What follows belongs to an exercise in optimizing a design on an open flow for small area; a production flow would make more cautious choices.
In this exercise RTL edits were held to simulation tests only and were not proved equivalent to the original.

run 1:
Design processing_element, start of the top module:
module processing_element(activation, weight, out, clk, rst);
Size: about 50 I/O pins, about 8100 µm² of cells after synthesis.
export LEC_CHECK = 0
export CAP_MARGIN = 0
export CORE_MARGIN = 2
export CORE_UTILIZATION = 40
export CTS_BUF_LIST = sky130_fd_sc_hd__clkbuf_8
export GPL_TIMING_DRIVEN = 0
export SLEW_MARGIN = 0
export SYNTH_HIERARCHICAL = 1
create_clock -name core_clock -period 6.5 [get_ports {clk}]
standard.sh (not shown) runs the stock make flow with config.mk's settings and CLKGATE_MAP_FILE= SYNTH_SCRIPT=/design/flow/synth_recipe.tcl, a recipe that flattens the netlist after the stock synthesis.
==> flow/flow/run.sh <==
#!/bin/bash
# Standard layout; ports buffered with a small buffer, synthesis buffers removed before placement.
set -euo pipefail
export BUFFER_PORTS_ARGS="-buffer_cell sky130_fd_sc_hd__buf_1"
export REMOVE_ABC_BUFFERS=1
export RECOVER_POWER=100
export CTS_ARGS="-sink_clustering_enable -repair_clock_nets -buf_list sky130_fd_sc_hd__clkbuf_8 -dont_use_dummy_load"
bash standard.sh > standard_flow.log 2>&1
What run 2 does differently from run 1 at the input level:
-- flow/flow/run.sh --
<<< run 1, line 6
export RECOVER_POWER=100
export CTS_ARGS="-sink_clustering_enable -repair_clock_nets -buf_list sky130_fd_sc_hd__clkbuf_8 -dont_use_dummy_load"
bash standard.sh > standard_flow.log 2>&1
>>> run 2, line 6
export RECOVER_POWER=100
bash standard.sh > standard_flow.log 2>&1
-- flow/config.mk --
<<< run 1, line 7
export LEC_CHECK = 0
export CAP_MARGIN = 0
export CORE_MARGIN = 2
>>> run 2, line 7
export LEC_CHECK = 0
export CAP_MARGIN = 20
export CORE_MARGIN = 2
<<< run 1, line 12
export GPL_TIMING_DRIVEN = 0
export SLEW_MARGIN = 0
export SYNTH_HIERARCHICAL = 1
>>> run 2, line 12
export GPL_TIMING_DRIVEN = 0
export SLEW_MARGIN = 20
export SYNTH_HIERARCHICAL = 1
### Flow results
- Run 2: no failed stages, no open violations at the end
- Run 1 → run 2: number of vias after detailed routing essentially unchanged; slack of the worst reg-to-reg path -50 ps; fraction of final layout cells sized beyond drive strength 1 went up 0.84 points; highest clock rate ~0 delta.
- Final standard cell area without fillers sits higher in run 2 than in run 1.
- Comparing run 2 with run 1, the number of cells after detailed placement came out essentially unchanged.
> inputs changed (run 2 -> run 3)
-- flow/flow/run.sh --
<<< run 2, line 6
export RECOVER_POWER=100
bash standard.sh > standard_flow.log 2>&1
>>> run 3, line 6
export RECOVER_POWER=100
export CTS_ARGS="-sink_clustering_enable -repair_clock_nets -buf_list sky130_fd_sc_hd__clkbuf_8 -dont_use_dummy_load"
bash standard.sh > standard_flow.log 2>&1
==> flow/config.mk <==
export PLATFORM = sky130hd
export DESIGN_NAME = processing_element
export DESIGN_NICKNAME = processing_element
export VERILOG_FILES = /design/flow/design.v
export SDC_FILE = /design/flow/constraint.sdc
export NUM_CORES = 4
export LEC_CHECK = 0
export CAP_MARGIN = 0
export CORE_MARGIN = 2
export CORE_UTILIZATION = 65
export CTS_BUF_LIST = sky130_fd_sc_hd__clkbuf_8
export GPL_TIMING_DRIVEN = 0
export SLEW_MARGIN = 0
export SYNTH_HIERARCHICAL = 1
==> results.txt <==
- No run among run 2 and run 3 stopped early or left any final violation; all are clean.
- On worst setup slack: between run 2 and run 3, it ends up lower for run 3.
- The ratio of cells with drive above 1 in the final layout of run 3 falls short of that of run 2 by 0.72 points.
- From run 2 to run 3 the numbers moved as follows: hold slack decreased 12 ps; routed via count divided by cell count grew by about 17%; minimum clock period after layout picked up an extra 95 ps.
- Number of buffers inserted to repair setup after CTS: run 3 vs run 2 identical
- Delta (run 3 minus run 2): number of instances resized during post-cts repair went up, path length in cells of the critical path down 2, fraction of area in registers now sits higher.

---

run A:
Another version of the RTL of processing_element (not shown whole).
Size in the first run: roughly 720 cells after synthesis, about 50 I/O pins.
Settings: LEC_CHECK=0, CAP_MARGIN=0, CORE_MARGIN=2, CORE_UTILIZATION=40, CTS_BUF_LIST=sky130_fd_sc_hd__clkbuf_8, GPL_TIMING_DRIVEN=0, SLEW_MARGIN=0, SYNTH_HIERARCHICAL=1; clock period 6.5 ns.
==> flow/flow/run.sh <==
#!/bin/bash
# The standard layout (standard.sh, unchanged synthesis) with a few ORFS knobs:
#  - ports buffered with the smallest buffer instead of ORFS's default pick,
#  - synthesis buffers removed before placement (repair_design re-buffers),
#  - power recovery (downsizing of non-critical cells) after global routing,
#  - CTS without dummy load cells.
# All tool output goes to standard_flow.log here and ORFS's own logs under orfs/logs.
set -euo pipefail
export BUFFER_PORTS_ARGS="-buffer_cell sky130_fd_sc_hd__buf_1"
export REMOVE_ABC_BUFFERS=1
export RECOVER_POWER=100
export CTS_ARGS="-sink_clustering_enable -sink_buffer_max_cap_derate 0.001 -repair_clock_nets -buf_list sky130_fd_sc_hd__clkbuf_8 -dont_use_dummy_load"
bash standard.sh > standard_flow.log 2>&1
#### Input delta (run B over run A)
-- flow/flow/run.sh --
<<< run A, line 10
export REMOVE_ABC_BUFFERS=1
export RECOVER_POWER=100
export CTS_ARGS="-sink_clustering_enable -sink_buffer_max_cap_derate 0.001 -repair_clock_nets -buf_list sky130_fd_sc_hd__clkbuf_8 -dont_use_dummy_load"
bash standard.sh > standard_flow.log 2>&1
>>> run B, line 10
export REMOVE_ABC_BUFFERS=1
export RECOVER_POWER=100
export SKIP_CTS_REPAIR_TIMING=1
export SKIP_INCREMENTAL_REPAIR=1
export CTS_ARGS="-sink_clustering_enable -repair_clock_nets -buf_list sky130_fd_sc_hd__clkbuf_8 -dont_use_dummy_load"
bash standard.sh > standard_flow.log 2>&1
Notes after the runs:
Against run A, final design instance area without fill in run B fell slightly. Looking only at detail-routed net length per standard cell, and setting everything else aside, the higher value of run A and run B goes to run A. The flow completed for run B, but it is not clean: the layout still shows setup timing. Taking run A as the reference point, the clock period minus worst slack of run B rises by 0.70 ns. Run B gives less wire length on met3 than run A did. Run B vs run A, beginning of the critical path: weight[3] vs weight[13].
Input-level comparison between run C and run B:
-- flow/flow/run.sh --
<<< run B, line 10
export REMOVE_ABC_BUFFERS=1
export RECOVER_POWER=100
export SKIP_CTS_REPAIR_TIMING=1
export SKIP_INCREMENTAL_REPAIR=1
export CTS_ARGS="-sink_clustering_enable -repair_clock_nets -buf_list sky130_fd_sc_hd__clkbuf_8 -dont_use_dummy_load"
bash standard.sh > standard_flow.log 2>&1
>>> run C, line 10
export REMOVE_ABC_BUFFERS=1
export RECOVER_POWER=100
export CTS_ARGS="-sink_clustering_enable -sink_clustering_size 30 -sink_clustering_max_diameter 300 -repair_clock_nets -buf_list sky130_fd_sc_hd__clkbuf_8 -dont_use_dummy_load"
bash standard.sh > standard_flow.log 2>&1
[summary]
Run C: flow completed, timing, DRC and antenna clean
Changes observed in run C relative to run B: number of buffer and inverter stages on the critical path up 1; synthesized area flat; delay of the slowest cell on the worst path down 0.24 ns; number of nets in the final layout flat.
Run C vs run B on post-route minimum period: run C is the lower one.
Relative to run B, fraction of final layout cells sized beyond drive strength 1 increased by 1.7 points in run C.
When the final numbers for run C and run B were put side by side, the routed length on met1 turned out to be greater in run B.
Run C has more setup slack than run B.
The register-to-register slack was comparable across run C and run B.
Relative to run B, wire length of the first global-routing pass increased by 83 um in run C.
[inputs] run D vs run C
-- flow/flow/run.sh --
<<< run C, line 10
export REMOVE_ABC_BUFFERS=1
export RECOVER_POWER=100
export CTS_ARGS="-sink_clustering_enable -sink_clustering_size 30 -sink_clustering_max_diameter 300 -repair_clock_nets -buf_list sky130_fd_sc_hd__clkbuf_8 -dont_use_dummy_load"
bash standard.sh > standard_flow.log 2>&1
>>> run D, line 10
export REMOVE_ABC_BUFFERS=1
export RECOVER_POWER=100
export SKIP_CTS_REPAIR_TIMING=1
export CTS_ARGS="-sink_clustering_enable -repair_clock_nets -buf_list sky130_fd_sc_hd__clkbuf_8 -dont_use_dummy_load"
bash standard.sh > standard_flow.log 2>&1
## What came out
- There was hardly any difference in minimum hold slack between run D and run C.
[inputs] run E vs run D
-- flow/flow/run.sh --
<<< run D, line 10
export REMOVE_ABC_BUFFERS=1
export RECOVER_POWER=100
export SKIP_CTS_REPAIR_TIMING=1
export CTS_ARGS="-sink_clustering_enable -repair_clock_nets -buf_list sky130_fd_sc_hd__clkbuf_8 -dont_use_dummy_load"
bash standard.sh > standard_flow.log 2>&1
>>> run E, line 10
export REMOVE_ABC_BUFFERS=1
export RECOVER_POWER=100
export CTS_ARGS="-repair_clock_nets -buf_list sky130_fd_sc_hd__clkbuf_8 -dont_use_dummy_load"
bash standard.sh > standard_flow.log 2>&1
Findings:
Final cell count: run E vs run D — no meaningful difference
Run E finished every stage and its layout cleared the timing, DRC and antenna checks.
The total via count in the routed design on run E is in line with that on run D.
The tightest hold margin on run D is in line with that on run E.
Input-level comparison between run F and run E:
-- flow/flow/run.sh --
<<< run E, line 10
export REMOVE_ABC_BUFFERS=1
export RECOVER_POWER=100
export CTS_ARGS="-repair_clock_nets -buf_list sky130_fd_sc_hd__clkbuf_8 -dont_use_dummy_load"
bash standard.sh > standard_flow.log 2>&1
>>> run F, line 10
export REMOVE_ABC_BUFFERS=1
export RECOVER_POWER=100
export CTS_ARGS="-sink_clustering_enable -repair_clock_nets -buf_list sky130_fd_sc_hd__clkbuf_8 -dont_use_dummy_load"
bash standard.sh > standard_flow.log 2>&1
Results
- Run F finished every stage and its layout cleared the timing, DRC and antenna checks.
- Re remaining global-route overflow: no difference whatsoever between run E and run F.
- [compare] base=run E new=run F: synthesized-area fraction occupied by ao, oa, aoi and oai cells flat.
- Run E -> run F: number of cells on the critical path delta 0, exact match
- Compared run F against run E; clock transition at the registers of the reported paths within noise.
- On minimum setup slack in the final design, run F and run E are neck and neck.
- From run E to run F the numbers moved as follows: met1 usage roughly the same; number of buffers on the longest clock path roughly the same; instance count of the mapped netlist roughly the same.

[what the ideal ports hide]
No port has a modelled driver above. Below, the same layouts with a new extraction and two added sets of constraints.
Step 1: set_driving_cell puts a clkbuf_16 on clk and a buf_2 on each other input, an assumption about the parent block.
Step 2 adds t to the input delays and takes it off the output delays; t is the mean of the earliest and latest rising clock arrival at the registers after step 1. Input paths then give back, and output paths get back, about the clock's delay inside the block.
Three values: ideal, step 1, step 2; two values: the first two.
run | shift t [ns] | setup slack, ns | pins driven straight from the clock port
run 1 | 0.398 | 0.339 / 0.356 / -0.042 | 1
run 2 | 0.407 | 0.328 / 0.342 / -0.065 | 1
run 3 | 0.408 | 0.233 / 0.250 / -0.158 | 1
run A | 0.383 | 0.272 / 0.276 / -0.107 | 1
run B | 0.383 | -0.427 / -0.426 / -0.809 | 1
run C | 0.383 | 0.272 / 0.276 / -0.107 | 1
run D | 0.383 | 0.274 / 0.278 / -0.105 | 1
run E | 0.383 | 0.272 / 0.276 / -0.107 | 1
run F | 0.383 | 0.272 / 0.276 / -0.107 | 1
Met with ideal ports but missed after step 2: setup timing in 8 of these runs. For run 2, which loses most, drivers alone change the setup slack by +0.014 ns; drivers and shift together by -0.393 ns.
